This design comes from an exercise in tuning for small area on the open sky130 flow, not from production work.
Function was not checked in any run shown here: the RTL went through the layout flow alone.
Power and IR drop assume default switching activity.

## design/flow/config.mk

```make
export PLATFORM = sky130hd
export DESIGN_NAME = filtro_fir
export DESIGN_NICKNAME = filtro_fir
export VERILOG_FILES = /design/flow/design.v
export SDC_FILE = /design/flow/constraint.sdc
export NUM_CORES = 4
export LEC_CHECK = 0
export CAP_MARGIN = 20
export CORE_MARGIN = 2
export CORE_UTILIZATION = 55
export CTS_BUF_LIST = sky130_fd_sc_hd__clkbuf_2 sky130_fd_sc_hd__clkbuf_4
export CTS_CLUSTER_DIAMETER = 60
export CTS_CLUSTER_SIZE = 20
export SLEW_MARGIN = 20
export SYNTH_HIERARCHICAL = 1
export SYNTH_MINIMUM_KEEP_SIZE = 0
```

## design/flow/constraint.sdc

```tcl
create_clock -name core_clock -period 5.5 [get_ports {clk}]
set_input_delay 1.1000 -clock core_clock [delete_from_list [all_inputs] [get_ports {clk}]]
set_output_delay 1.1000 -clock core_clock [all_outputs]
set_load 0.01 [all_outputs]
```

## design/flow/design.v

```verilog
module SatTruncFP
  #(
    parameter	NB_XI  	= 20,
    parameter	NBF_XI	= 12,
    parameter	NB_XO	= 8,
    parameter	NBF_XO	= 6
    )
   (
    input [(NB_XI)-1:0]  i_data,
    output [(NB_XO)-1:0] o_data
    );
   localparam	NBI_XI	=	NB_XI	-	NBF_XI;
   localparam	NBI_XO	=	NB_XO	-	NBF_XO;
   wire [NB_XO-1:0] 	 aux_Sat;
   wire [NBF_XO-1:0] 	 aux_trunc;
   wire 		 condicion;
   wire [NB_XO-1:0] 	 resultado1;
   wire [NB_XO-1:0] 	 resultado2;
	generate
	   if (NBF_XI >= NBF_XO)
	     begin
		assign	aux_trunc = i_data[(NBF_XI-1):(NBF_XI - NBF_XO)];
	     end
	   else
	     begin
		assign	aux_trunc = {i_data[NBF_XI-1:0],{(NBF_XO - NBF_XI){1'b0}}};
	     end
	   if (NBI_XI > NBI_XO)
	     begin
		assign	condicion		=	(i_data[(NB_XI-2)-:(NBI_XI-NBI_XO)] == {(NBI_XI-NBI_XO){i_data[NB_XI-1]}});
		assign	resultado1		=	{i_data[(NB_XI-1)],{(NB_XO-1){~i_data[(NB_XI-1)]}}};
		assign	resultado2		=	{i_data[(NB_XI-1)],i_data[NBF_XI +:NBI_XO-1],aux_trunc};
		assign	aux_Sat			=	condicion	?	resultado2	:	resultado1;
	     end
	   else
	     begin
		if (NBI_XO == NBI_XI)
                  assign  aux_Sat = {i_data[(NB_XI-1)-:NBI_XI],aux_trunc};
		else
		  assign  aux_Sat	= {{(NBI_XO - NBI_XI){i_data[NB_XI-1]}},i_data[(NB_XI-1)-:NBI_XI],aux_trunc};
	     end
	endgenerate
   assign	o_data=aux_Sat;
endmodule
module filtro_fir
  #(
    parameter WW_INPUT  = 8,
    parameter WW_OUTPUT = 8
    )
   (
    input                         clk,
    input                         i_en,
    input                         i_srst,
    input  signed [ WW_INPUT-1:0] i_data,
    output signed [WW_OUTPUT-1:0] o_data
    );
  reg  [7:0] d1;  wire [7:0] dn1;
  reg  [7:0] d2;  wire [7:0] dn2;
  reg  [7:0] d3;  wire [7:0] dn3;
  reg  [7:0] d4;  wire [7:0] dn4;
  reg  [7:0] d5;  wire [7:0] dn5;
  reg  [7:0] d6;  wire [7:0] dn6;
  reg  [7:0] d7;  wire [7:0] dn7;
  reg  [7:0] d8;  wire [7:0] dn8;
  reg  [7:0] d9;  wire [7:0] dn9;
  reg  [7:0] d10;  wire [7:0] dn10;
  reg  [7:0] d11;  wire [7:0] dn11;
  reg  [7:0] d12;  wire [7:0] dn12;
  reg  [7:0] d13;  wire [7:0] dn13;
  reg  [7:0] d14;  wire [7:0] dn14;
  wire ld = i_en & ~i_srst;     
  wire hd = ~i_en & ~i_srst;    
  wire hs = ~ld;                
  wire ls = ~hd;                
  wire f259 = ~i_data[0];
  fir_dl_k1 u_dl1_0 (.hs(hs), .ls(ls), .a(f259), .q(d1[0]), .n(dn1[0]));
  wire f260 = ~i_data[1];
  fir_dl_k1 u_dl1_1 (.hs(hs), .ls(ls), .a(f260), .q(d1[1]), .n(dn1[1]));
  wire f261 = ~i_data[2];
  fir_dl_k1 u_dl1_2 (.hs(hs), .ls(ls), .a(f261), .q(d1[2]), .n(dn1[2]));
  wire f262 = ~i_data[3];
  fir_dl_k1 u_dl1_3 (.hs(hs), .ls(ls), .a(f262), .q(d1[3]), .n(dn1[3]));
  wire f263 = ~i_data[4];
  fir_dl_k1 u_dl1_4 (.hs(hs), .ls(ls), .a(f263), .q(d1[4]), .n(dn1[4]));
  wire f264 = ~i_data[5];
  fir_dl_k1 u_dl1_5 (.hs(hs), .ls(ls), .a(f264), .q(d1[5]), .n(dn1[5]));
  wire f265 = ~i_data[6];
  fir_dl_k1 u_dl1_6 (.hs(hs), .ls(ls), .a(f265), .q(d1[6]), .n(dn1[6]));
  fir_dl_k0 u_dl1_7 (.ld(ld), .hd(hd), .a(i_data[7]), .q(d1[7]), .n(dn1[7]));
  fir_dl_k1 u_dl2_0 (.hs(hs), .ls(ls), .a(d1[0]), .q(d2[0]), .n(dn2[0]));
  fir_dl_k1 u_dl2_1 (.hs(hs), .ls(ls), .a(d1[1]), .q(d2[1]), .n(dn2[1]));
  fir_dl_k1 u_dl2_2 (.hs(hs), .ls(ls), .a(d1[2]), .q(d2[2]), .n(dn2[2]));
  fir_dl_k1 u_dl2_3 (.hs(hs), .ls(ls), .a(d1[3]), .q(d2[3]), .n(dn2[3]));
  fir_dl_k1 u_dl2_4 (.hs(hs), .ls(ls), .a(d1[4]), .q(d2[4]), .n(dn2[4]));
  fir_dl_k1 u_dl2_5 (.hs(hs), .ls(ls), .a(d1[5]), .q(d2[5]), .n(dn2[5]));
  fir_dl_k1 u_dl2_6 (.hs(hs), .ls(ls), .a(d1[6]), .q(d2[6]), .n(dn2[6]));
  fir_dl_k0 u_dl2_7 (.ld(ld), .hd(hd), .a(d1[7]), .q(d2[7]), .n(dn2[7]));
  fir_dl_k1 u_dl3_0 (.hs(hs), .ls(ls), .a(d2[0]), .q(d3[0]), .n(dn3[0]));
  fir_dl_k1 u_dl3_1 (.hs(hs), .ls(ls), .a(d2[1]), .q(d3[1]), .n(dn3[1]));
  fir_dl_k1 u_dl3_2 (.hs(hs), .ls(ls), .a(d2[2]), .q(d3[2]), .n(dn3[2]));
  fir_dl_k1 u_dl3_3 (.hs(hs), .ls(ls), .a(d2[3]), .q(d3[3]), .n(dn3[3]));
  fir_dl_k1 u_dl3_4 (.hs(hs), .ls(ls), .a(d2[4]), .q(d3[4]), .n(dn3[4]));
  fir_dl_k1 u_dl3_5 (.hs(hs), .ls(ls), .a(d2[5]), .q(d3[5]), .n(dn3[5]));
  fir_dl_k1 u_dl3_6 (.hs(hs), .ls(ls), .a(d2[6]), .q(d3[6]), .n(dn3[6]));
  fir_dl_k0 u_dl3_7 (.ld(ld), .hd(hd), .a(d2[7]), .q(d3[7]), .n(dn3[7]));
  wire f266 = ~d3[0];
  fir_dl_k0 u_dl4_0 (.ld(ld), .hd(hd), .a(f266), .q(d4[0]), .n(dn4[0]));
  wire f267 = ~d3[1];
  fir_dl_k0 u_dl4_1 (.ld(ld), .hd(hd), .a(f267), .q(d4[1]), .n(dn4[1]));
  wire f268 = ~d3[2];
  fir_dl_k0 u_dl4_2 (.ld(ld), .hd(hd), .a(f268), .q(d4[2]), .n(dn4[2]));
  wire f269 = ~d3[3];
  fir_dl_k0 u_dl4_3 (.ld(ld), .hd(hd), .a(f269), .q(d4[3]), .n(dn4[3]));
  wire f270 = ~d3[4];
  fir_dl_k0 u_dl4_4 (.ld(ld), .hd(hd), .a(f270), .q(d4[4]), .n(dn4[4]));
  wire f271 = ~d3[5];
  fir_dl_k0 u_dl4_5 (.ld(ld), .hd(hd), .a(f271), .q(d4[5]), .n(dn4[5]));
  wire f272 = ~d3[6];
  fir_dl_k0 u_dl4_6 (.ld(ld), .hd(hd), .a(f272), .q(d4[6]), .n(dn4[6]));
  wire f273 = ~d3[7];
  fir_dl_k1 u_dl4_7 (.hs(hs), .ls(ls), .a(f273), .q(d4[7]), .n(dn4[7]));
  fir_dl_k0 u_dl5_0 (.ld(ld), .hd(hd), .a(d4[0]), .q(d5[0]), .n(dn5[0]));
  fir_dl_k0 u_dl5_1 (.ld(ld), .hd(hd), .a(d4[1]), .q(d5[1]), .n(dn5[1]));
  fir_dl_k0 u_dl5_2 (.ld(ld), .hd(hd), .a(d4[2]), .q(d5[2]), .n(dn5[2]));
  fir_dl_k0 u_dl5_3 (.ld(ld), .hd(hd), .a(d4[3]), .q(d5[3]), .n(dn5[3]));
  fir_dl_k0 u_dl5_4 (.ld(ld), .hd(hd), .a(d4[4]), .q(d5[4]), .n(dn5[4]));
  fir_dl_k0 u_dl5_5 (.ld(ld), .hd(hd), .a(d4[5]), .q(d5[5]), .n(dn5[5]));
  fir_dl_k0 u_dl5_6 (.ld(ld), .hd(hd), .a(d4[6]), .q(d5[6]), .n(dn5[6]));
  fir_dl_k1 u_dl5_7 (.hs(hs), .ls(ls), .a(d4[7]), .q(d5[7]), .n(dn5[7]));
  fir_dl_k0 u_dl6_0 (.ld(ld), .hd(hd), .a(d5[0]), .q(d6[0]), .n(dn6[0]));
  fir_dl_k0 u_dl6_1 (.ld(ld), .hd(hd), .a(d5[1]), .q(d6[1]), .n(dn6[1]));
  fir_dl_k0 u_dl6_2 (.ld(ld), .hd(hd), .a(d5[2]), .q(d6[2]), .n(dn6[2]));
  fir_dl_k0 u_dl6_3 (.ld(ld), .hd(hd), .a(d5[3]), .q(d6[3]), .n(dn6[3]));
  fir_dl_k0 u_dl6_4 (.ld(ld), .hd(hd), .a(d5[4]), .q(d6[4]), .n(dn6[4]));
  fir_dl_k0 u_dl6_5 (.ld(ld), .hd(hd), .a(d5[5]), .q(d6[5]), .n(dn6[5]));
  fir_dl_k0 u_dl6_6 (.ld(ld), .hd(hd), .a(d5[6]), .q(d6[6]), .n(dn6[6]));
  fir_dl_k1 u_dl6_7 (.hs(hs), .ls(ls), .a(d5[7]), .q(d6[7]), .n(dn6[7]));
  fir_dl_k0 u_dl7_0 (.ld(ld), .hd(hd), .a(d6[0]), .q(d7[0]), .n(dn7[0]));
  fir_dl_k0 u_dl7_1 (.ld(ld), .hd(hd), .a(d6[1]), .q(d7[1]), .n(dn7[1]));
  fir_dl_k0 u_dl7_2 (.ld(ld), .hd(hd), .a(d6[2]), .q(d7[2]), .n(dn7[2]));
  fir_dl_k0 u_dl7_3 (.ld(ld), .hd(hd), .a(d6[3]), .q(d7[3]), .n(dn7[3]));
  fir_dl_k0 u_dl7_4 (.ld(ld), .hd(hd), .a(d6[4]), .q(d7[4]), .n(dn7[4]));
  fir_dl_k0 u_dl7_5 (.ld(ld), .hd(hd), .a(d6[5]), .q(d7[5]), .n(dn7[5]));
  fir_dl_k0 u_dl7_6 (.ld(ld), .hd(hd), .a(d6[6]), .q(d7[6]), .n(dn7[6]));
  fir_dl_k1 u_dl7_7 (.hs(hs), .ls(ls), .a(d6[7]), .q(d7[7]), .n(dn7[7]));
  fir_dl_k0 u_dl8_0 (.ld(ld), .hd(hd), .a(d7[0]), .q(d8[0]), .n(dn8[0]));
  fir_dl_k0 u_dl8_1 (.ld(ld), .hd(hd), .a(d7[1]), .q(d8[1]), .n(dn8[1]));
  fir_dl_k0 u_dl8_2 (.ld(ld), .hd(hd), .a(d7[2]), .q(d8[2]), .n(dn8[2]));
  fir_dl_k0 u_dl8_3 (.ld(ld), .hd(hd), .a(d7[3]), .q(d8[3]), .n(dn8[3]));
  fir_dl_k0 u_dl8_4 (.ld(ld), .hd(hd), .a(d7[4]), .q(d8[4]), .n(dn8[4]));
  fir_dl_k0 u_dl8_5 (.ld(ld), .hd(hd), .a(d7[5]), .q(d8[5]), .n(dn8[5]));
  fir_dl_k0 u_dl8_6 (.ld(ld), .hd(hd), .a(d7[6]), .q(d8[6]), .n(dn8[6]));
  fir_dl_k1 u_dl8_7 (.hs(hs), .ls(ls), .a(d7[7]), .q(d8[7]), .n(dn8[7]));
  fir_dl_k0 u_dl9_0 (.ld(ld), .hd(hd), .a(d8[0]), .q(d9[0]), .n(dn9[0]));
  fir_dl_k0 u_dl9_1 (.ld(ld), .hd(hd), .a(d8[1]), .q(d9[1]), .n(dn9[1]));
  fir_dl_k0 u_dl9_2 (.ld(ld), .hd(hd), .a(d8[2]), .q(d9[2]), .n(dn9[2]));
  fir_dl_k0 u_dl9_3 (.ld(ld), .hd(hd), .a(d8[3]), .q(d9[3]), .n(dn9[3]));
  fir_dl_k0 u_dl9_4 (.ld(ld), .hd(hd), .a(d8[4]), .q(d9[4]), .n(dn9[4]));
  fir_dl_k0 u_dl9_5 (.ld(ld), .hd(hd), .a(d8[5]), .q(d9[5]), .n(dn9[5]));
  fir_dl_k0 u_dl9_6 (.ld(ld), .hd(hd), .a(d8[6]), .q(d9[6]), .n(dn9[6]));
  fir_dl_k1 u_dl9_7 (.hs(hs), .ls(ls), .a(d8[7]), .q(d9[7]), .n(dn9[7]));
  fir_dl_k0 u_dl10_0 (.ld(ld), .hd(hd), .a(d9[0]), .q(d10[0]), .n(dn10[0]));
  fir_dl_k0 u_dl10_1 (.ld(ld), .hd(hd), .a(d9[1]), .q(d10[1]), .n(dn10[1]));
  fir_dl_k0 u_dl10_2 (.ld(ld), .hd(hd), .a(d9[2]), .q(d10[2]), .n(dn10[2]));
  fir_dl_k0 u_dl10_3 (.ld(ld), .hd(hd), .a(d9[3]), .q(d10[3]), .n(dn10[3]));
  fir_dl_k0 u_dl10_4 (.ld(ld), .hd(hd), .a(d9[4]), .q(d10[4]), .n(dn10[4]));
  fir_dl_k0 u_dl10_5 (.ld(ld), .hd(hd), .a(d9[5]), .q(d10[5]), .n(dn10[5]));
  fir_dl_k0 u_dl10_6 (.ld(ld), .hd(hd), .a(d9[6]), .q(d10[6]), .n(dn10[6]));
  fir_dl_k1 u_dl10_7 (.hs(hs), .ls(ls), .a(d9[7]), .q(d10[7]), .n(dn10[7]));
  fir_dl_k0 u_dl11_0 (.ld(ld), .hd(hd), .a(d10[0]), .q(d11[0]), .n(dn11[0]));
  fir_dl_k0 u_dl11_1 (.ld(ld), .hd(hd), .a(d10[1]), .q(d11[1]), .n(dn11[1]));
  fir_dl_k0 u_dl11_2 (.ld(ld), .hd(hd), .a(d10[2]), .q(d11[2]), .n(dn11[2]));
  fir_dl_k0 u_dl11_3 (.ld(ld), .hd(hd), .a(d10[3]), .q(d11[3]), .n(dn11[3]));
  fir_dl_k0 u_dl11_4 (.ld(ld), .hd(hd), .a(d10[4]), .q(d11[4]), .n(dn11[4]));
  fir_dl_k0 u_dl11_5 (.ld(ld), .hd(hd), .a(d10[5]), .q(d11[5]), .n(dn11[5]));
  fir_dl_k0 u_dl11_6 (.ld(ld), .hd(hd), .a(d10[6]), .q(d11[6]), .n(dn11[6]));
  fir_dl_k1 u_dl11_7 (.hs(hs), .ls(ls), .a(d10[7]), .q(d11[7]), .n(dn11[7]));
  wire f274 = ~d11[0];
  fir_dl_k1 u_dl12_0 (.hs(hs), .ls(ls), .a(f274), .q(d12[0]), .n(dn12[0]));
  wire f275 = ~d11[1];
  fir_dl_k1 u_dl12_1 (.hs(hs), .ls(ls), .a(f275), .q(d12[1]), .n(dn12[1]));
  wire f276 = ~d11[2];
  fir_dl_k1 u_dl12_2 (.hs(hs), .ls(ls), .a(f276), .q(d12[2]), .n(dn12[2]));
  wire f277 = ~d11[3];
  fir_dl_k1 u_dl12_3 (.hs(hs), .ls(ls), .a(f277), .q(d12[3]), .n(dn12[3]));
  wire f278 = ~d11[4];
  fir_dl_k1 u_dl12_4 (.hs(hs), .ls(ls), .a(f278), .q(d12[4]), .n(dn12[4]));
  wire f279 = ~d11[5];
  fir_dl_k1 u_dl12_5 (.hs(hs), .ls(ls), .a(f279), .q(d12[5]), .n(dn12[5]));
  wire f280 = ~d11[6];
  fir_dl_k1 u_dl12_6 (.hs(hs), .ls(ls), .a(f280), .q(d12[6]), .n(dn12[6]));
  wire f281 = ~d11[7];
  fir_dl_k0 u_dl12_7 (.ld(ld), .hd(hd), .a(f281), .q(d12[7]), .n(dn12[7]));
  fir_dl_k1 u_dl13_0 (.hs(hs), .ls(ls), .a(d12[0]), .q(d13[0]), .n(dn13[0]));
  fir_dl_k1 u_dl13_1 (.hs(hs), .ls(ls), .a(d12[1]), .q(d13[1]), .n(dn13[1]));
  fir_dl_k1 u_dl13_2 (.hs(hs), .ls(ls), .a(d12[2]), .q(d13[2]), .n(dn13[2]));
  fir_dl_k1 u_dl13_3 (.hs(hs), .ls(ls), .a(d12[3]), .q(d13[3]), .n(dn13[3]));
  fir_dl_k1 u_dl13_4 (.hs(hs), .ls(ls), .a(d12[4]), .q(d13[4]), .n(dn13[4]));
  fir_dl_k1 u_dl13_5 (.hs(hs), .ls(ls), .a(d12[5]), .q(d13[5]), .n(dn13[5]));
  fir_dl_k1 u_dl13_6 (.hs(hs), .ls(ls), .a(d12[6]), .q(d13[6]), .n(dn13[6]));
  fir_dl_k0 u_dl13_7 (.ld(ld), .hd(hd), .a(d12[7]), .q(d13[7]), .n(dn13[7]));
  fir_dl_k1 u_dl14_0 (.hs(hs), .ls(ls), .a(d13[0]), .q(d14[0]), .n(dn14[0]));
  fir_dl_k1 u_dl14_1 (.hs(hs), .ls(ls), .a(d13[1]), .q(d14[1]), .n(dn14[1]));
  fir_dl_k1 u_dl14_2 (.hs(hs), .ls(ls), .a(d13[2]), .q(d14[2]), .n(dn14[2]));
  fir_dl_k1 u_dl14_3 (.hs(hs), .ls(ls), .a(d13[3]), .q(d14[3]), .n(dn14[3]));
  fir_dl_k1 u_dl14_4 (.hs(hs), .ls(ls), .a(d13[4]), .q(d14[4]), .n(dn14[4]));
  fir_dl_k1 u_dl14_5 (.hs(hs), .ls(ls), .a(d13[5]), .q(d14[5]), .n(dn14[5]));
  fir_dl_k1 u_dl14_6 (.hs(hs), .ls(ls), .a(d13[6]), .q(d14[6]), .n(dn14[6]));
  fir_dl_k0 u_dl14_7 (.ld(ld), .hd(hd), .a(d13[7]), .q(d14[7]), .n(dn14[7]));
  always @(posedge clk) begin
    d1 <= dn1;
    d2 <= dn2;
    d3 <= dn3;
    d4 <= dn4;
    d5 <= dn5;
    d6 <= dn6;
    d7 <= dn7;
    d8 <= dn8;
    d9 <= dn9;
    d10 <= dn10;
    d11 <= dn11;
    d12 <= dn12;
    d13 <= dn13;
    d14 <= dn14;
  end
  wire s1, c2;
  fir_xnor u_s1 (.a(d4[0]), .b(d10[0]), .y(s1));
  fir_or u_c2 (.a(d4[0]), .b(d10[0]), .y(c2));
  wire s3, c4;
  fir_fa u_s3 (.a(d4[1]), .b(d10[1]), .c(c2), .s(s3), .co(c4));
  wire s5, c6;
  fir_fa u_s5 (.a(d4[2]), .b(d10[2]), .c(c4), .s(s5), .co(c6));
  wire s7, c8;
  fir_fa u_s7 (.a(d4[3]), .b(d10[3]), .c(c6), .s(s7), .co(c8));
  wire s9, c10;
  fir_fa u_s9 (.a(d4[4]), .b(d10[4]), .c(c8), .s(s9), .co(c10));
  wire s11, c12;
  fir_fa u_s11 (.a(d4[5]), .b(d10[5]), .c(c10), .s(s11), .co(c12));
  wire s13, c14;
  fir_fa u_s13 (.a(d4[6]), .b(d10[6]), .c(c12), .s(s13), .co(c14));
  wire s15, c16;
  fir_fa u_s15 (.a(d4[7]), .b(d10[7]), .c(c14), .s(s15), .co(c16));
  wire s17, c18;
  fir_ha u_s17 (.a(d6[0]), .b(d8[0]), .s(s17), .co(c18));
  wire s19, c20;
  fir_fa u_s19 (.a(d6[1]), .b(d8[1]), .c(c18), .s(s19), .co(c20));
  wire s21, c22;
  fir_fa u_s21 (.a(d6[2]), .b(d8[2]), .c(c20), .s(s21), .co(c22));
  wire s23, c24;
  fir_fa u_s23 (.a(d6[3]), .b(d8[3]), .c(c22), .s(s23), .co(c24));
  wire s25, c26;
  fir_fa u_s25 (.a(d6[4]), .b(d8[4]), .c(c24), .s(s25), .co(c26));
  wire s27, c28;
  fir_fa u_s27 (.a(d6[5]), .b(d8[5]), .c(c26), .s(s27), .co(c28));
  wire s29, c30;
  fir_fa u_s29 (.a(d6[6]), .b(d8[6]), .c(c28), .s(s29), .co(c30));
  wire s31, c32;
  fir_fa u_s31 (.a(d6[7]), .b(d8[7]), .c(c30), .s(s31), .co(c32));
  wire i33 = ~s17;
  wire s34, c35;
  fir_ha u_s34 (.a(s1), .b(i33), .s(s34), .co(c35));
  wire i36 = ~s19;
  wire s37, c38;
  fir_fa u_s37 (.a(s3), .b(i36), .c(c35), .s(s37), .co(c38));
  wire i39 = ~s21;
  wire s40, c41;
  fir_fa u_s40 (.a(s5), .b(i39), .c(c38), .s(s40), .co(c41));
  wire i42 = ~s23;
  wire s43, c44;
  fir_fa u_s43 (.a(s7), .b(i42), .c(c41), .s(s43), .co(c44));
  wire i45 = ~s25;
  wire s46, c47;
  fir_fa u_s46 (.a(s9), .b(i45), .c(c44), .s(s46), .co(c47));
  wire i48 = ~s27;
  wire s49, c50;
  fir_fa u_s49 (.a(s11), .b(i48), .c(c47), .s(s49), .co(c50));
  wire i51 = ~s29;
  wire s52, c53;
  fir_fa u_s52 (.a(s13), .b(i51), .c(c50), .s(s52), .co(c53));
  wire i54 = ~s31;
  wire s55, c56;
  fir_fa u_s55 (.a(s15), .b(i54), .c(c53), .s(s55), .co(c56));
  wire i57 = ~c32;
  wire s58, c59;
  fir_fa u_s58 (.a(c16), .b(i57), .c(c56), .s(s58), .co(c59));
  wire s60, c61;
  fir_fa u_s60 (.a(d1[0]), .b(d2[0]), .c(d12[0]), .s(s60), .co(c61));
  wire s62, c63;
  fir_fa u_s62 (.a(d13[0]), .b(d14[0]), .c(s60), .s(s62), .co(c63));
  wire i64 = ~i_data[0];
  wire s65, c66;
  fir_fa u_s65 (.a(s34), .b(s62), .c(i64), .s(s65), .co(c66));
  wire s67, c68;
  fir_fa u_s67 (.a(d1[1]), .b(d2[1]), .c(d12[1]), .s(s67), .co(c68));
  wire s69, c70;
  fir_xnor u_s69 (.a(d13[1]), .b(d14[1]), .y(s69));
  fir_or u_c70 (.a(d13[1]), .b(d14[1]), .y(c70));
  wire s71, c72;
  fir_fa u_s71 (.a(s69), .b(c61), .c(s67), .s(s71), .co(c72));
  wire s73, c74;
  fir_fa u_s73 (.a(s34), .b(c63), .c(s71), .s(s73), .co(c74));
  wire s75, c76;
  fir_fa u_s75 (.a(s37), .b(s73), .c(c66), .s(s75), .co(c76));
  wire s77, c78;
  fir_fa u_s77 (.a(d1[2]), .b(d2[2]), .c(d12[2]), .s(s77), .co(c78));
  wire s79, c80;
  fir_xnor u_s79 (.a(d13[2]), .b(d14[2]), .y(s79));
  fir_or u_c80 (.a(d13[2]), .b(d14[2]), .y(c80));
  wire s81, c82;
  fir_fa u_s81 (.a(c70), .b(s79), .c(c68), .s(s81), .co(c82));
  wire s83, c84;
  fir_fa u_s83 (.a(s77), .b(c72), .c(s81), .s(s83), .co(c84));
  wire s85, c86;
  fir_fa u_s85 (.a(c74), .b(s83), .c(s37), .s(s85), .co(c86));
  wire s87, c88;
  fir_fa u_s87 (.a(s40), .b(s85), .c(c76), .s(s87), .co(c88));
  wire s89, c90;
  fir_fa u_s89 (.a(d1[3]), .b(d2[3]), .c(d12[3]), .s(s89), .co(c90));
  wire s91, c92;
  fir_fa u_s91 (.a(d13[3]), .b(d14[3]), .c(d5[0]), .s(s91), .co(c92));
  wire s93, c94;
  fir_fa u_s93 (.a(d9[0]), .b(c80), .c(c78), .s(s93), .co(c94));
  wire s95, c96;
  fir_fa u_s95 (.a(s89), .b(s91), .c(c82), .s(s95), .co(c96));
  wire s97, c98;
  fir_fa u_s97 (.a(s93), .b(c84), .c(s95), .s(s97), .co(c98));
  wire s99, c100;
  fir_fa u_s99 (.a(s97), .b(s40), .c(c86), .s(s99), .co(c100));
  wire s101, c102;
  fir_fa u_s101 (.a(s43), .b(s99), .c(c88), .s(s101), .co(c102));
  wire s103, c104;
  fir_fa u_s103 (.a(d1[4]), .b(d2[4]), .c(d12[4]), .s(s103), .co(c104));
  wire s105, c106;
  fir_fa u_s105 (.a(d13[4]), .b(d14[4]), .c(d5[1]), .s(s105), .co(c106));
  wire s107, c108;
  fir_fa u_s107 (.a(d9[1]), .b(d7[0]), .c(s17), .s(s107), .co(c108));
  wire s109, c110;
  fir_fa u_s109 (.a(c90), .b(c92), .c(s103), .s(s109), .co(c110));
  wire s111, c112;
  fir_fa u_s111 (.a(s105), .b(c94), .c(s107), .s(s111), .co(c112));
  wire s113, c114;
  fir_fa u_s113 (.a(s109), .b(c96), .c(s111), .s(s113), .co(c114));
  wire i115 = ~i_data[4];
  wire s116, c117;
  fir_fa u_s116 (.a(i115), .b(c98), .c(s113), .s(s116), .co(c117));
  wire s118, c119;
  fir_fa u_s118 (.a(s43), .b(c100), .c(s116), .s(s118), .co(c119));
  wire s120, c121;
  fir_fa u_s120 (.a(s46), .b(s118), .c(c102), .s(s120), .co(c121));
  wire s122, c123;
  fir_fa u_s122 (.a(d1[5]), .b(d2[5]), .c(d12[5]), .s(s122), .co(c123));
  wire s124, c125;
  fir_fa u_s124 (.a(d13[5]), .b(d14[5]), .c(d5[2]), .s(s124), .co(c125));
  wire s126, c127;
  fir_fa u_s126 (.a(d9[2]), .b(d7[1]), .c(c104), .s(s126), .co(c127));
  wire s128, c129;
  fir_fa u_s128 (.a(c106), .b(s122), .c(s124), .s(s128), .co(c129));
  wire s130, c131;
  fir_fa u_s130 (.a(c108), .b(s19), .c(c110), .s(s130), .co(c131));
  wire s132, c133;
  fir_fa u_s132 (.a(s126), .b(s128), .c(c112), .s(s132), .co(c133));
  wire s134, c135;
  fir_fa u_s134 (.a(s130), .b(c114), .c(s132), .s(s134), .co(c135));
  wire i136 = ~i_data[5];
  wire s137, c138;
  fir_fa u_s137 (.a(i136), .b(c117), .c(s134), .s(s137), .co(c138));
  wire s139, c140;
  fir_fa u_s139 (.a(s46), .b(c119), .c(s137), .s(s139), .co(c140));
  wire s141, c142;
  fir_fa u_s141 (.a(s49), .b(s139), .c(c121), .s(s141), .co(c142));
  wire s143, c144;
  fir_fa u_s143 (.a(d1[6]), .b(d2[6]), .c(d12[6]), .s(s143), .co(c144));
  wire s145, c146;
  fir_fa u_s145 (.a(d13[6]), .b(d14[6]), .c(d5[3]), .s(s145), .co(c146));
  wire s147, c148;
  fir_fa u_s147 (.a(d9[3]), .b(d7[2]), .c(c123), .s(s147), .co(c148));
  wire s149, c150;
  fir_fa u_s149 (.a(c125), .b(s143), .c(s145), .s(s149), .co(c150));
  wire s151, c152;
  fir_fa u_s151 (.a(c127), .b(c129), .c(s147), .s(s151), .co(c152));
  wire s153, c154;
  fir_fa u_s153 (.a(s149), .b(s21), .c(c131), .s(s153), .co(c154));
  wire s155, c156;
  fir_fa u_s155 (.a(s151), .b(c133), .c(s153), .s(s155), .co(c156));
  wire s157, c158;
  fir_fa u_s157 (.a(c135), .b(s155), .c(c138), .s(s157), .co(c158));
  wire s159, c160;
  fir_fa u_s159 (.a(s49), .b(c140), .c(s157), .s(s159), .co(c160));
  wire s161, c162;
  fir_fa u_s161 (.a(s52), .b(s159), .c(c142), .s(s161), .co(c162));
  wire s163, c164;
  fir_fa u_s163 (.a(d1[7]), .b(d2[7]), .c(d12[7]), .s(s163), .co(c164));
  wire s165, c166;
  fir_fa u_s165 (.a(d13[7]), .b(d14[7]), .c(d5[4]), .s(s165), .co(c166));
  wire s167, c168;
  fir_fa u_s167 (.a(d9[4]), .b(d7[3]), .c(c144), .s(s167), .co(c168));
  wire s169, c170;
  fir_fa u_s169 (.a(c146), .b(s163), .c(s165), .s(s169), .co(c170));
  wire s171, c172;
  fir_fa u_s171 (.a(c148), .b(c150), .c(s167), .s(s171), .co(c172));
  wire s173, c174;
  fir_fa u_s173 (.a(s169), .b(i_data[7]), .c(c152), .s(s173), .co(c174));
  wire s175, c176;
  fir_fa u_s175 (.a(s171), .b(s23), .c(c154), .s(s175), .co(c176));
  wire s177, c178;
  fir_fa u_s177 (.a(s173), .b(c156), .c(s175), .s(s177), .co(c178));
  wire s179, c180;
  fir_fa u_s179 (.a(s177), .b(c158), .c(s52), .s(s179), .co(c180));
  wire s181, c182;
  fir_fa u_s181 (.a(c160), .b(s55), .c(s179), .s(s181), .co(c182));
  wire s183, c184;
  fir_fa u_s183 (.a(d5[5]), .b(d9[5]), .c(d7[4]), .s(s183), .co(c184));
  wire s185, c186;
  fir_fa u_s185 (.a(c164), .b(c166), .c(s183), .s(s185), .co(c186));
  wire s187, c188;
  fir_fa u_s187 (.a(c168), .b(c170), .c(s185), .s(s187), .co(c188));
  wire s189, c190;
  fir_fa u_s189 (.a(c172), .b(s187), .c(c174), .s(s189), .co(c190));
  wire s191, c192;
  fir_fa u_s191 (.a(s25), .b(c176), .c(s189), .s(s191), .co(c192));
  wire s193, c194;
  fir_xnor u_s193 (.a(c178), .b(s191), .y(s193));
  fir_or u_c194 (.a(c178), .b(s191), .y(c194));
  wire s195, c196;
  fir_fa u_s195 (.a(s193), .b(s55), .c(c180), .s(s195), .co(c196));
  wire s197, c198;
  fir_fa u_s197 (.a(s58), .b(c182), .c(s195), .s(s197), .co(c198));
  wire s199, c200;
  fir_fa u_s199 (.a(d5[6]), .b(d9[6]), .c(d7[5]), .s(s199), .co(c200));
  wire s201, c202;
  fir_xnor u_s201 (.a(c184), .b(s199), .y(s201));
  fir_or u_c202 (.a(c184), .b(s199), .y(c202));
  wire s203, c204;
  fir_fa u_s203 (.a(s201), .b(c186), .c(c188), .s(s203), .co(c204));
  wire s205, c206;
  fir_fa u_s205 (.a(s203), .b(c190), .c(s27), .s(s205), .co(c206));
  wire s207, c208;
  fir_fa u_s207 (.a(c192), .b(s205), .c(c194), .s(s207), .co(c208));
  wire s209, c210;
  fir_fa u_s209 (.a(s207), .b(c59), .c(s58), .s(s209), .co(c210));
  wire s211, c212;
  fir_fa u_s211 (.a(d5[7]), .b(d9[7]), .c(d7[6]), .s(s211), .co(c212));
  wire s213, c214;
  fir_xnor u_s213 (.a(c200), .b(s211), .y(s213));
  fir_or u_c214 (.a(c200), .b(s211), .y(c214));
  wire s215, c216;
  fir_fa u_s215 (.a(c202), .b(s213), .c(c204), .s(s215), .co(c216));
  wire s217, c218;
  fir_fa u_s217 (.a(s215), .b(s29), .c(c206), .s(s217), .co(c218));
  wire s219, c220;
  fir_fa u_s219 (.a(s217), .b(c208), .c(c59), .s(s219), .co(c220));
  wire s221, c222;
  fir_fa u_s221 (.a(d7[7]), .b(c212), .c(c214), .s(s221), .co(c222));
  wire s223, c224;
  fir_fa u_s223 (.a(s221), .b(c216), .c(s31), .s(s223), .co(c224));
  wire s225, c226;
  fir_ha u_s225 (.a(c218), .b(s223), .s(s225), .co(c226));
  wire s227, c228;
  fir_xnor u_s227 (.a(c222), .b(c32), .y(s227));
  fir_or u_c228 (.a(c222), .b(c32), .y(c228));
  wire s229, c230;
  fir_fa u_s229 (.a(s227), .b(c224), .c(c226), .s(s229), .co(c230));
  wire c231 = ~i_data[1] & s75;
  wire c232;
  fir_maj u_c232 (.a(~i_data[2]), .b(s87), .c(c231), .y(c232));
  wire c233;
  fir_maj u_c233 (.a(~i_data[3]), .b(s101), .c(c232), .y(c233));
  wire c234 = s120 & c233;
  wire c235 = s141 & c234;
  reg  r1r0_6;
  reg  r1r1_6;
  reg  r1r0_7;
  reg  r1r1_7;
  reg  r1r0_8;
  reg  r1r0_9;
  reg  r1r1_9;
  reg  r1r2_9;
  reg  r1r0_10;
  reg  r1r1_10;
  reg  r1r0_11;
  reg  r1r1_11;
  reg  r1r0_12;
  reg  r1r0_13;
  reg  r1r1_13;
  reg  r1c;
  always @(posedge clk) begin
    r1r0_6 <= ~i_data[6];
    r1r1_6 <= s161;
    r1r0_7 <= c162;
    r1r1_7 <= s181;
    r1r0_8 <= s197;
    r1r0_9 <= c196;
    r1r1_9 <= c198;
    r1r2_9 <= s209;
    r1r0_10 <= c210;
    r1r1_10 <= s219;
    r1r0_11 <= s225;
    r1r1_11 <= c220;
    r1r0_12 <= s229;
    r1r0_13 <= c228;
    r1r1_13 <= c230;
    r1c <= c235;
  end
  wire s236, c237;
  fir_fa u_s236 (.a(r1r0_6), .b(r1r1_6), .c(r1c), .s(s236), .co(c237));
  wire s238, c239;
  fir_fa u_s238 (.a(r1r0_7), .b(r1r1_7), .c(c237), .s(s238), .co(c239));
  wire s240, c241;
  fir_ha u_s240 (.a(r1r0_8), .b(c239), .s(s240), .co(c241));
  wire s242, c243;
  fir_fa u_s242 (.a(r1r0_9), .b(r1r1_9), .c(r1r2_9), .s(s242), .co(c243));
  wire s244, c245;
  fir_ha u_s244 (.a(c241), .b(s242), .s(s244), .co(c245));
  wire s246, c247;
  fir_fa u_s246 (.a(r1r0_10), .b(r1r1_10), .c(c243), .s(s246), .co(c247));
  wire s248, c249;
  fir_ha u_s248 (.a(c245), .b(s246), .s(s248), .co(c249));
  wire s250, c251;
  fir_fa u_s250 (.a(r1r0_11), .b(r1r1_11), .c(c247), .s(s250), .co(c251));
  wire s252, c253;
  fir_ha u_s252 (.a(c249), .b(s250), .s(s252), .co(c253));
  wire s254, c255;
  fir_fa u_s254 (.a(r1r0_12), .b(c251), .c(c253), .s(s254), .co(c255));
  wire s256, c257;
  fir_fa u_s256 (.a(r1r0_13), .b(r1r1_13), .c(c255), .s(s256), .co(c257));
  wire i258 = ~c257;
  wire [8:0] q = {i258, s256, s254, s252, s248, s244, s240, s238, s236};
  wire [7:0] sat;
  SatTruncFP #(.NB_XI(9), .NBF_XI(6), .NB_XO(8), .NBF_XO(6))
    u_sat (.i_data(q), .o_data(sat));
  reg  [7:0] r2, r3;
  always @(posedge clk) begin
    r2 <= sat;
    r3 <= r2;
  end
  assign o_data = r3;
endmodule
module fir_fa (input a, input b, input c, output s, output co);
  assign s  = a ^ b ^ c;
  assign co = (a & b) | (c & (a ^ b));
endmodule
module fir_ha (input a, input b, output s, output co);
  assign s  = a ^ b;
  assign co = a & b;
endmodule
module fir_maj (input a, input b, input c, output y);
  assign y = (a & b) | (c & (a | b));
endmodule
module fir_xnor (input a, input b, output y);
  assign y = ~(a ^ b);
endmodule
module fir_or (input a, input b, output y);
  assign y = a | b;
endmodule
module fir_dl_k0 (input ld, input hd, input a, input q, output n);   
  assign n = (ld & a) | (hd & q);
endmodule
module fir_dl_k1 (input hs, input ls, input a, input q, output n);   
  assign n = (a | hs) & (q | ls);
endmodule
```

## design/flow/flow/run.sh

```bash
#!/bin/bash
# Layout flow: the standard flow (standard.sh) with three changes to how the
# layout is built; the standard synthesis itself runs unchanged.
#  1. After synthesis, remap_flips.py folds each inverter that feeds only a delay-line
#     bit cell into that cell (inv_1 + a22o_1 -> a2bb2o_1, inv_1 + o22a_1 -> o2bb2a_1).
#     Registers are not touched.
#  2. Clock tree synthesis without dummy loads (clock buffers clkbuf_2/clkbuf_4).
#  3. Port buffers of the smallest buffer cell.
# Logs: synth.log (synthesis), remap.log, standard.log (the rest of the flow); ORFS's
# per-step logs are under orfs/logs.
set -euo pipefail
RES=$PWD/orfs/results/$FLOW_PLATFORM/filtro_fir/base
bash standard.sh synth > synth.log 2>&1
cp "$RES/1_2_yosys.v" "$RES/1_2_yosys.std.v"
python3 flow/remap_flips.py "$RES/1_2_yosys.std.v" "$RES/1_2_yosys.v" > remap.log 2>&1
rm -f "$RES/1_synth.odb" "$RES/1_synth.sdc"
bash standard.sh \
  CTS_ARGS="-sink_clustering_enable -repair_clock_nets -dont_use_dummy_load -sink_clustering_size 20 -sink_clustering_max_diameter 60 -buf_list {sky130_fd_sc_hd__clkbuf_2 sky130_fd_sc_hd__clkbuf_4}" \
  BUFFER_PORTS_ARGS="-buffer_cell sky130_fd_sc_hd__buf_1" \
  finish > standard.log 2>&1
```

## design/flow/flow/remap_flips.py

```python
#!/usr/bin/env python3
"""Fold the inverter in front of a delay-line bit cell into the cell.

A delay-line bit that loads the inverse of the previous entry is synthesized as
inv_1 + a22o_1 (n = ld&~a | hd&q) or inv_1 + o22a_1 (n = (~a|hs) & (q|ls)).
sky130 has these functions as single cells: a2bb2o_1 (~A1_N&~A2_N | B1&B2) with
A2_N = hs = ~ld, and o2bb2a_1 ((~A1_N|~A2_N) & (B1|B2)) with A2_N = ld = ~hs.
Only combinational cells change; every register keeps its name and cell.
usage: remap_flips.py IN.v OUT.v
"""
import re, sys

src = open(sys.argv[1]).read()
inst_re = re.compile(r'(\n  (sky130_fd_sc_hd__\w+) (\S+) \((.*?)\n  \);)', re.S)
pin_re = re.compile(r'\.(\w+)\(([^()]*?)\)')
insts = []
for m in inst_re.finditer(src):
    pins = {p: n.strip() for p, n in pin_re.findall(m.group(4))}
    insts.append({'text': m.group(1), 'cell': m.group(2), 'name': m.group(3), 'pins': pins})
OUTS = {'X', 'Y', 'Q', 'Q_N', 'SUM', 'COUT', 'HI', 'LO'}
loads = {}
driver = {}
for it in insts:
    for p, n in it['pins'].items():
        if p in OUTS: driver[n] = it
        else: loads.setdefault(n, []).append((it, p))
# nets ld and hs: ld = ~hs must be an inverter in the netlist
def inv_pair(a, y):
    d = driver.get(y)
    return d is not None and d['cell'].startswith('sky130_fd_sc_hd__inv_') and d['pins'].get('A') == a
if not (inv_pair('hs', 'ld') or inv_pair('ld', 'hs')):
    sys.stderr.write('remap_flips: no ld/hs inverter pair found; netlist left as is\n')
    open(sys.argv[2], 'w').write(src); sys.exit(0)

def esc(n):
    return n + ' ' if n.startswith('\\') else n

out = src
n_done = 0
for it in insts:
    if it['cell'] not in ('sky130_fd_sc_hd__a22o_1', 'sky130_fd_sc_hd__o22a_1'): continue
    p = it['pins']
    want = 'ld' if it['cell'].endswith('a22o_1') else 'hs'
    pairs = [('A1', 'A2'), ('B1', 'B2')]
    found = None
    for x, y in pairs:
        for dp, cp in ((x, y), (y, x)):
            f = p[dp]; dinv = driver.get(f)
            if p[cp] == want and dinv is not None and dinv['cell'] == 'sky130_fd_sc_hd__inv_1' \
               and len(loads.get(f, [])) == 1 and f not in ('ld', 'hs', 'hd', 'ls'):
                other = [q for q in pairs if q != (x, y)][0]
                found = (dinv, dinv['pins']['A'], p[other[0]], p[other[1]])
    if not found: continue
    dinv, a, o1, o2 = found
    if it['cell'].endswith('a22o_1'):
        new = (f"\n  sky130_fd_sc_hd__a2bb2o_1 {it['name']} (\n    .A1_N({esc(a)}),\n    .A2_N(hs),\n"
               f"    .B1({esc(o1)}),\n    .B2({esc(o2)}),\n    .X({esc(p['X'])})\n  );")
    else:
        new = (f"\n  sky130_fd_sc_hd__o2bb2a_1 {it['name']} (\n    .A1_N({esc(a)}),\n    .A2_N(ld),\n"
               f"    .B1({esc(o1)}),\n    .B2({esc(o2)}),\n    .X({esc(p['X'])})\n  );")
    out = out.replace(it['text'], new, 1)
    out = out.replace(dinv['text'], '', 1)
    n_done += 1
sys.stderr.write(f'remap_flips: folded {n_done} inverters\n')
open(sys.argv[2], 'w').write(out)
```

## design/flow/standard.sh

```bash
#!/bin/bash
# synth_recipe.tcl (not shown) runs the flow's synth.tcl, then flattens the netlist and writes it again
# the make line also repeats each setting of config.mk as NAME=value (left out here)
make -C /OpenROAD-flow-scripts/flow DESIGN_CONFIG=/design/flow/config.mk WORK_HOME=/design/flow/orfs CLKGATE_MAP_FILE= SYNTH_SCRIPT=/design/flow/synth_recipe.tcl "${@:-finish}"
```

==> results of run 1 <==
Yosys cell counts:
| master | n |
|---|---|
| sky130_fd_sc_hd__nor2b_1 | 1 |
| sky130_fd_sc_hd__o21ai_1 | 3 |
| sky130_fd_sc_hd__buf_4 | 1 |
| sky130_fd_sc_hd__ha_1 | 7 |
| sky130_fd_sc_hd__a22o_1 | 62 |
| sky130_fd_sc_hd__and3_1 | 1 |
| sky130_fd_sc_hd__xnor2_1 | 7 |
| sky130_fd_sc_hd__nand2b_1 | 1 |
| sky130_fd_sc_hd__inv_1 | 33 |
| sky130_fd_sc_hd__o21ai_0 | 4 |
| sky130_fd_sc_hd__nor2_1 | 8 |
| sky130_fd_sc_hd__nand2_1 | 7 |
| sky130_fd_sc_hd__o22a_1 | 50 |
| sky130_fd_sc_hd__or2_1 | 8 |
| sky130_fd_sc_hd__buf_6 | 1 |
| sky130_fd_sc_hd__fa_1 | 106 |
| sky130_fd_sc_hd__maj3_2 | 2 |
| sky130_fd_sc_hd__dfxtp_1 | 144 |
| sky130_fd_sc_hd__and2b_2 | 1 |
stage by stage:
step,utilization (%),worst slack [ps],std cells
floorplan,-,551,447
global placement,58.6,441,608
detailed placement,58.6,379,608
CTS,59.7,329,625
global route,59.7,200,625
finish,59.7,358,625
per-module statistics from Yosys, one instance, submodules excluded, a selection:
module | times used | cells
fir_xnor | 7 | 1
filtro_fir | 1 | 183
fir_dl_k0 | 62 | 1
fir_dl_k1 | 50 | 1
fir_or | 7 | 1
fir_fa | 106 | 1
fir_ha | 7 | 1
fir_maj | 2 | 1
logic make-up (layout without fill, tap and decap cells):
kind of cell	after synthesis	count (layout)	synth area share (%)
xor+xnor	7	7	0.948
simple gates	27	27	2.07
buf+inv	35	70	2.21
flops	144	144	44.6
fa+ha+maj	115	115	34.5
compound gates	119	119	15.7
worst min-delay path by stage:
stage | start | endpoint | slack, ps | cells past startpoint
floorplan | r2[0] | r3[0] | 310 | 0
finish | r2[4] | r3[4] | 330 | 0
detailed placement | r2[5] | r3[5] | 310 | 0
global placement | r2[0] | r3[0] | 310 | 0
global route | r2[1] | r3[1] | 330 | 0
CTS | r2[3] | r3[3] | 320 | 0
per-layer routing:
| layer | up-vias | global-route usage, % | part of all wire [%] |
|---|---|---|---|
| met1 | 1784 | 27.8 | 48 |
| met2 | 67 | 30.1 | 47 |
| met5 | - | 0 | 0 |
| met3 | 12 | 5.83 | 3.6 |
| met4 | 0 | 7.64 | 1.6 |
| li1 | 1640 | - | - |
power groups by stage:
stage | Clock, mW | Combinational (mW) | Sequential [mW]
global route | 0.505 | 0.555 | 1.20
global placement | 0 | 0.476 | 1.22
detailed placement | 0 | 0.483 | 1.22
CTS | 0.467 | 0.488 | 1.19
finish | 0.449 | 0.472 | 1.19
floorplan | 0 | 0.365 | 1.23
cell type report:
class | instances | area, µm² | share of cell area, %
clock buffers | 17 | 128 | 1.86
inverters | 33 | 124 | 1.81
multi-input cells | 268 | 3450 | 50.4
flip-flops and latches | 144 | 2880 | 42.1
well taps | 143 | 179 | 2.61
repair buffers | 20 | 82.6 | 1.21
==> summary.md, run 1 <==
For the part of the power in the clock network, the log shows 21.2%. In this run the standard cell core region covers 11500 µm². Once placement finished, the instance area stood at 6720 µm².

Leakage component of the power: 2.68 nW. 19 I/O pins were placed. In the layout the commonest cells are sky130_fd_sc_hd__dfxtp_1, sky130_fd_sc_hd__fa_1, sky130_fd_sc_hd__a22o_1. In this design, the critical path's most frequently occurring cell is sky130_fd_sc_hd__fa_1. The final estimated routing congestion in global placement is 0.779, and the number of standard cells after synthesis is 447. After clock tree synthesis, the clock-pin slew on the worst setup and hold paths is 120 ps. After detailed routing, the number of vias per cell comes to 5.60. The die extent in y came out at 112 µm. 0 antenna diodes ended up in the layout. The count of final max-slew check failures was 0.

The setup fix buffers added after clock tree synthesis was 0; the net switching power of the design was 0.609 mW. The top cell family by delay on the critical path was adder cells. Post-CTS repair changed the size of 0 cells. The first-iteration detailed-routing DRC count came out at 193. The capture point of the critical path was r1r0_8.

The residual DRC count is 0, and the maximum fanout count along the critical path is 3. For the total chip power, the log shows 2.11 mW. Hold is met by 326 ps. For flop-to-flop paths, the worst setup slack is 360 ps.

The number of buffers and inverters on the critical path is 1, and the cell area after synthesis is 6470 µm². The startpoint identified for the worst register-to-register timing path is d6[0]. Port buffering added 18 buffers. The final number of hold-violating endpoints came out at 0. The initial antenna violation count is 0, and the fraction of synthesized cell area taken by the top area cell type is 44.6%.

Detailed placer's ending HPWL: 8.41 mm. The flow ran to the end and the layout has no timing, DRC or antenna violations. The post-route clock period utilization is 93.5%. Headroom to the max-slew limit came out at 30.1%. The run gives 19 as the number of distinct library cell variants in the gate-level netlist after synthesis. The worst-path cell with the longest stage delay is sky130_fd_sc_hd__fa_1.

Synthesis inferred 144 register bits. CTS built an H-tree with a depth of 4. The overflow left after global routing came out at 0. The number of global-route vias before repair came out at 3689. Setup repair after global routing left no endpoint under its margin. Starting density of the core: 56.4%.

The most common cell after layout, fill and taps aside is sky130_fd_sc_hd__dfxtp_1. Class of the tightest hold or removal check: reg -> reg. The logs give 0.194 GHz for the maximum clock frequency and 0 for the remaining number of nets flagged by the antenna check after routing. The tools report the clock tree root buffer cell as sky130_fd_sc_hd__clkbuf_4. The critical path is of the reg -> reg type. Entering global routing, the biggest net connects 63 pins. The count of filler cells inserted in the layout was 959; the buffer depth of the longest clock path was 2. Internal power of the cells: 1.50 mW. STA classifies the critical path startpoint as a flop. The tools report the fraction of power consumed by sequential logic as 56.4%. Between clock sinks in the finished design, the worst skew comes to 30.3 ps. The critical path starts at d6[0]. The critical path goes through ha_1 -> fa_1 -> inv_1 -> fa_1 -> fa_1 -> fa_1 -> fa_1 -> fa_1 -> fa_1 -> fa_1 -> fa_1 -> fa_1. The pin slew with the least headroom to its limit was 1050 ps; the count of maximum capacitance violations was 0. At the later pin of the worst-skew pair, clock insertion delay measures 540 ps.

Wires add up to 11.3 mm. The logs give 6850 µm² for the post-route standard cell area excluding fillers and 608 for the final layout net count. The net switching share of the total power works out to 28.8%. STA puts the critical path data required time at 5900 ps.

Dividing the detail-routed wire length by the instance count gives 18.0 µm. The net count after synthesis came out at 571. In this run the number of cells on the critical path is 12.

The fraction of layout cells with a size suffix above 1 works out to 5.19%. The die boundary width was 112 µm; the longest individual stage delay on the worst path was 570 ps. Of the total power, combinational logic draws 22.4%. Synthesized area per cell: 14.5 µm². In the post-synthesis netlist, the biggest area contributors are sky130_fd_sc_hd__dfxtp_1, sky130_fd_sc_hd__fa_1, sky130_fd_sc_hd__a22o_1. The final count of negative-setup-slack endpoints was 0; the total iterations of the first detailed-routing run was 4. The count of synthesis-stage warnings from yosys is 7, and the layout overhead on the synthesized area is 5.88%. The endpoint identified for the worst register-to-register timing path is r1r0_8. The final setup TNS came out at 0 ps. Data arrives at the worst endpoint at 5540 ps. IR analysis of the VDD net gives a maximum drop of 0.284 mV. The post-synthesis sequential area ratio was 44.6%. The number of CTS-inserted buffers is 17, and the first-pass GRT wire length is 19.1 mm. After floorplanning, the core was divided into 39 placement rows. For the total routing resource utilization after global routing, the log shows 20.0%. The path depth of the worst reg2reg path is 12. The die covers 12600 µm². The total number of vias was 3503; the clock net sink count was 144.

Subtracting the final worst setup slack from the clock period gives 5140 ps. TritonCTS built the clock tree. The run gives 0 as the count of hold-fix buffers inserted at cts. Summed over all instances, the cell type with the most area after synthesis is sky130_fd_sc_hd__dfxtp_1.

The worst setup path is captured at a flop. The power density of the placed cells works out to 308 nW/µm².
==> inputs of run 2 (changes only) <==
--- a/design/flow/design.v
+++ b/design/flow/design.v
@@ -527,5 +527,7 @@
   wire [8:0] q = {i258, s256, s254, s252, s248, s244, s240, s238, s236};
+  wire po  = q[7] & ~q[8];
+  wire nno = q[7] | ~q[8];      
   wire [7:0] sat;
-  SatTruncFP #(.NB_XI(9), .NBF_XI(6), .NB_XO(8), .NBF_XO(6))
-    u_sat (.i_data(q), .o_data(sat));
+  assign sat[7] = q[8];
+  fir_satbit u_sat [6:0] (.s(q[6:0]), .po(po), .nno(nno), .y(sat[6:0]));
   reg  [7:0] r2, r3;
@@ -554,2 +556,5 @@
 endmodule
+module fir_satbit (input s, input po, input nno, output y);
+  assign y = (s | po) & nno;
+endmodule
 module fir_dl_k0 (input ld, input hd, input a, input q, output n);   
==> design/flow/flow/run.sh (replaced) <==
#!/bin/bash
# Layout flow: the standard flow (standard.sh) with three changes to how the
# layout is built; the standard synthesis itself runs unchanged.
#  1. After synthesis, remap_flips.py folds each inverter that feeds only a delay-line
#     bit cell into that cell (inv_1 + a22o_1 -> a2bb2o_1, inv_1 + o22a_1 -> o2bb2a_1).
#     Registers are not touched.  Yosys proves the new netlist equivalent to the
#     synthesized one; if it cannot, the synthesized netlist is used as is.
#  2. Clock tree synthesis without dummy loads (clock buffers clkbuf_2/clkbuf_4).
#  3. Port buffers of the smallest buffer cell.
# Logs: synth.log (synthesis), remap.log, equiv.log, standard.log (the rest of the
# flow); ORFS's per-step logs are under orfs/logs.
set -euo pipefail
RES=$PWD/orfs/results/$FLOW_PLATFORM/filtro_fir/base
LIB=$FLOW_HOME/platforms/$FLOW_PLATFORM/lib/sky130_fd_sc_hd__tt_025C_1v80.lib
bash standard.sh synth > synth.log 2>&1
cp "$RES/1_2_yosys.v" "$RES/1_2_yosys.std.v"
python3 flow/remap_flips.py "$RES/1_2_yosys.std.v" "$RES/1_2_yosys.remap.v" > remap.log 2>&1
if yosys -q -p "read_liberty -ignore_miss_func $LIB; read_verilog $RES/1_2_yosys.std.v; rename $FLOW_TOP gold; read_verilog $RES/1_2_yosys.remap.v; rename $FLOW_TOP gate; flatten; opt_clean; equiv_make gold gate equiv; equiv_simple -seq 2; equiv_status -assert" > equiv.log 2>&1; then
  echo "remapped netlist proven equivalent; using it" >> remap.log
  cp "$RES/1_2_yosys.remap.v" "$RES/1_2_yosys.v"
  rm -f "$RES/1_synth.odb" "$RES/1_synth.sdc"
else
  echo "equivalence not proven; keeping the synthesized netlist" >> remap.log
fi
bash standard.sh \
  CTS_ARGS="-sink_clustering_enable -repair_clock_nets -dont_use_dummy_load -sink_clustering_size 20 -sink_clustering_max_diameter 60 -buf_list {sky130_fd_sc_hd__clkbuf_4 sky130_fd_sc_hd__clkbuf_8}" \
  BUFFER_PORTS_ARGS="-buffer_cell sky130_fd_sc_hd__buf_1" \
  finish > standard.log 2>&1
--- a/design/flow/flow/remap_flips.py
+++ b/design/flow/flow/remap_flips.py
@@ -26,8 +26,6 @@
         else: loads.setdefault(n, []).append((it, p))
-# nets ld and hs: ld = ~hs must be an inverter in the netlist
-def inv_pair(a, y):
-    d = driver.get(y)
-    return d is not None and d['cell'].startswith('sky130_fd_sc_hd__inv_') and d['pins'].get('A') == a
-if not (inv_pair('hs', 'ld') or inv_pair('ld', 'hs')):
-    sys.stderr.write('remap_flips: no ld/hs inverter pair found; netlist left as is\n')
+# nets ld and hs (ld = i_en & ~i_srst, hs = ~ld) come from the RTL; the flow checks the
+# result for equivalence with the synthesized netlist afterwards.
+if not ('ld' in driver and 'hs' in driver):
+    sys.stderr.write('remap_flips: nets ld/hs not found; netlist left as is\n')
     open(sys.argv[2], 'w').write(src); sys.exit(0)
==> summary.md, run 2 <==
The tightest min-delay check is of the reg -> reg type. Sorting the synthesized cells by area gives the leading types as sky130_fd_sc_hd__dfxtp_1, sky130_fd_sc_hd__fa_1, sky130_fd_sc_hd__a22o_1. Gates resized during post-CTS repair numbered 0. In this run the critical register-to-register path is captured at r1r0_8.

The detailed placer's ending HPWL is 8.37 mm. Synthesis produced a netlist with a net count of 557. The final setup TNS came out at 0 ps. The post-route standard cell area excluding fillers was 6930 µm²; the fraction of synthesis flops using an asynchronous set or reset pin was 0%. Across the VDD grid, the largest voltage drop is 0.353 mV. The final estimated routing congestion in global placement is 0.782. Counting buffers and inverters, the worst setup path is 12 cells deep. The startpoint identified for the worst register-to-register timing path is d8[0].

TritonCTS built the clock tree. The tools report the launch instance of the worst min-delay path as r2[2]. Tracing the worst setup path back leads to its startpoint at d8[0].

STA puts the critical path data required time at 5790 ps. The final standard cell utilization of the core was 60.7%. Setup violations remaining at the end of the flow were counted as 0. The clock transition at the register clock pins on the worst setup and hold paths after CTS works out to 70 ps. Including well taps, the total number of placed cells is 595. Leaving out fill and tap cells, the most frequent cells in the layout are sky130_fd_sc_hd__dfxtp_1, sky130_fd_sc_hd__fa_1, sky130_fd_sc_hd__a22o_1.

The headroom to the max-slew limit was 29.3%; the smallest hold slack was 325 ps. Of the synthesized area, sequential elements account for 44.9%. On the final layout, the worst clock skew is 28.8 ps.

The pre-antenna-repair detailed-routing pass consisted of 4 iterations. In this run, synthesis produced a sequential element count of 144. Among all cell types in the netlist, the one instantiated most often is sky130_fd_sc_hd__dfxtp_1. The tools report the count of pins on the block boundary as 19. The die boundary width is 112 µm, and the die extent in y is 112 µm. In the routed design, unresolved DRC markers number 0. The synthesized netlist occupies a cell area of 6430 µm². The number of distinct library cell variants in the gate-level netlist after synthesis is 16. The worst-path cell with the longest stage delay is sky130_fd_sc_hd__fa_1. For the leakage component of the power, the log shows 2.70 nW. The most numerous cell type found on the critical path is sky130_fd_sc_hd__fa_1. After synthesis, the mean cell area works out to 14.8 µm².

The tools report the remaining number of nets flagged by the antenna check after routing as 0. The later pin in the worst-skew pair is clocked with a latency of 440 ps. Fraction of synthesized cell area taken by the top area cell type: 44.9%.

Clock tree synthesis selected as its root buffer the cell sky130_fd_sc_hd__clkbuf_8. Summing all placed instances gives a cell area of 6690 µm². For this run, the number of Yosys warnings is 7.

The per-cell via count in the routed design works out to 5.59. The post-route netlist has 5.12% of its cells at a drive strength greater than 1. In this run the power density over the cells is 322 nW/µm². The kind of capture point of the worst setup path was a flop. After detailed routing, the average wire length per cell comes to 18.2 µm. The number of standard-cell rows in the floorplan was 39.

The tools report the area enclosed by the die boundary as 12600 µm². Setup repair after global routing left no endpoint under its margin. The longest clock path from root to sink contains 2 buffers. The run gives 4 as the H-tree depth reported by CTS. The pin slew with the least headroom to its limit is 1060 ps. The tools report the floorplan core area as 11400 µm². The run gives 3420 as the total number of vias. The first-pass GRT wire length is 18.8 mm, and the setup slack of the worst register-to-register path is 310 ps. The number of buffers and inverters on the critical path works out to 1. The worst path needs 5190 ps of the cycle, external delays included. The longest individual stage delay on the worst path is 580 ps. The worst setup path is launched from a flop. The commonest cells after synthesis are sky130_fd_sc_hd__dfxtp_1, sky130_fd_sc_hd__fa_1, sky130_fd_sc_hd__a22o_1. The run gives 5480 ps as the arrival time of data at the critical path endpoint.

The final critical path takes up 94.3% of the cycle. The area growth from synthesis to layout is 7.77%. The number of port buffers came out at 18. The tools report the initial antenna violation count as 0. Clock tree synthesis found a total of 144 sinks. Across the run, the number of max-cap violations was 0. Final number of hold-violating endpoints: 0. The run finished with no timing, DRC or antenna violations. The largest total area in the synthesized netlist belongs to sky130_fd_sc_hd__dfxtp_1. The tools report the number of global-route vias before repair as 3690. Following the worst setup path forward leads to its endpoint at r1r0_8.

Counting the buffers created by CTS gives 17. For this design, the CTS-stage hold fixing added 0 buffers. The repair_antennas step left the layout with diodes totalling 0. Of all nets on the critical path, the largest fanout is 3.

Broken down by cell family, the worst path's largest delay share belongs to adder cells. Leaving out fill and tap cells, the most frequent cell in the layout is sky130_fd_sc_hd__dfxtp_1. The starting density of the core was 56.3%; the number of standard cells after synthesis was 433.

In the global route stage, overall resource usage came out at 19.7%. Walking the worst path, the cells encountered are ha_1 -> fa_1 -> fa_1 -> inv_1 -> fa_1 -> fa_1 -> fa_1 -> fa_1 -> fa_1 -> fa_1 -> fa_1 -> fa_1. Yosys mapped a number of flops with a built-in enable equal to 0.

The total overflow left after global routing is 0. The first routing iteration left 182 violations. The maximum clock frequency was 0.193 GHz; the setup fix buffers added after clock tree synthesis was 0.

Count of final max-slew check failures: 0. The type of the worst setup path is reg -> reg. Post-detailed-routing wire length: 11.1 mm. Entering global routing, the biggest net connects 63 pins. Most common flop cell mapped by yosys: sky130_fd_sc_hd__dfxtp_1. The number of cells on the worst reg-to-reg path is 12.

The count of cells in the finished layout, fillers not included, comes to 612. For this run, the post-layout net count is 595.
[run 2: changes by cell type after synthesis, sizes merged]
cell	delta
o21a	+7
o21ai	-7
or2	+1
nand2	-7
and2	+1
nor2	-7
buf	-2
[run 2: final cells by class]
type | instances | area [µm²]
fill | 918 | 4490
multi-input combinational | 256 | 3430
sequential | 144 | 2880
clock buffer | 17 | 234
tap | 143 | 179
inverter | 33 | 124
timing repair buffer | 19 | 75.1
[run 2: power by group]
part	switching, mW	internal, mW	leakage (nW)
clock network	0.319	0.272	0.122
registers	0.0376	1.16	1.17
logic	0.232	0.213	1.40
total	0.588	1.64	2.70
[run 2: worst min-delay path by stage]
stage,to,slack (ps),cells past startpoint
2_1_floorplan,r3[0],310,0
3_3_place_gp,r3[7],310,0
4_1_cts,r3[1],330,0
3_5_place_dp,r3[1],310,0
5_1_grt,r3[3],340,0
6_report,r3[2],320,0
[run 2: logic make-up after synthesis]
family | Yosys count | share of synthesized area (%)
AND/OR/NAND/NOR | 15 | 1.46
buffers and inverters | 33 | 1.93
XOR/XNOR | 7 | 0.954
adder cells (fa/ha/maj) | 115 | 34.7
AO/OA/AOI/OAI | 119 | 16.1
flip-flops | 144 | 44.9
[run 2: metal layers]
metal | up-vias | track usage [%] | wire (µm)
met4 | 0 | 5.85 | 95
met5 | - | 0 | 0
li1 | 1594 | - | -
met2 | 41 | 29.4 | 5090
met3 | 9 | 5.35 | 340
met1 | 1776 | 28.7 | 5610
[run 2: per-stage QoR]
step | power, mW | setup WS (ps)
CTS | 2.26 | 292
detailed placement | 1.67 | 314
floorplan | 1.54 | 551
global route | 2.38 | 123
finish | 2.23 | 312
global placement | 1.66 | 417
[run 2: worst register-to-register path, stage by stage, from the launching register on]
cell and delay, ps:
sky130_fd_sc_hd__dfxtp_1 340, sky130_fd_sc_hd__ha_1 200, sky130_fd_sc_hd__fa_1 380, sky130_fd_sc_hd__fa_1 550, sky130_fd_sc_hd__inv_1 70, sky130_fd_sc_hd__fa_1 420
sky130_fd_sc_hd__fa_1 400, sky130_fd_sc_hd__fa_1 390, sky130_fd_sc_hd__fa_1 390, sky130_fd_sc_hd__fa_1 580, sky130_fd_sc_hd__fa_1 460, sky130_fd_sc_hd__fa_1 400
sky130_fd_sc_hd__fa_1 470
[run 2: Yosys stat by module, one instance, submodules excluded]
module	cells	copies in the design	flops+latches	area [µm²]
filtro_fir	185	1	144	3060
fir_dl_k0	1	62	0	8.76
fir_ha	1	7	0	12.5
fir_dl_k1	1	50	0	8.76
fir_maj	1	2	0	11.3
fir_or	1	7	0	6.26
fir_fa	1	106	0	20.0
fir_satbit	1	7	0	7.51
fir_xnor	1	7	0	8.76

-- port drivers added, routing unchanged --
The flow's constraints put no driver on any port. The routed layouts listed below were extracted and timed again, unchanged, in two steps.
Step 1 (the two cells are an assumption about what drives the block):
set clk [get_ports {clk}]
set_driving_cell -lib_cell sky130_fd_sc_hd__clkbuf_16 $clk
set_driving_cell -lib_cell sky130_fd_sc_hd__buf_2 [delete_from_list [all_inputs] $clk]
Step 2 adds t to the input delays and takes it off the output delays; t is the mean of the earliest and latest rising clock arrival at the registers after step 1. Input paths then give back, and output paths get back, about the clock's delay inside the block.
Three values: ideal ports, drivers, drivers and shift; two values: the first two.
run	shift t [ns]	slack for setup (ns)	worst hold slack (ns)	worst setup path at the end	pins driven straight from the clock port
run 1	0.562	0.358 / 0.358 / 0.358	0.326 / 0.326 / 0.326	register to register	1
run 2	0.464	0.312 / 0.312 / 0.312	0.325 / 0.325 / 0.325	register to register	1
After both steps every run listed still meets setup and hold.
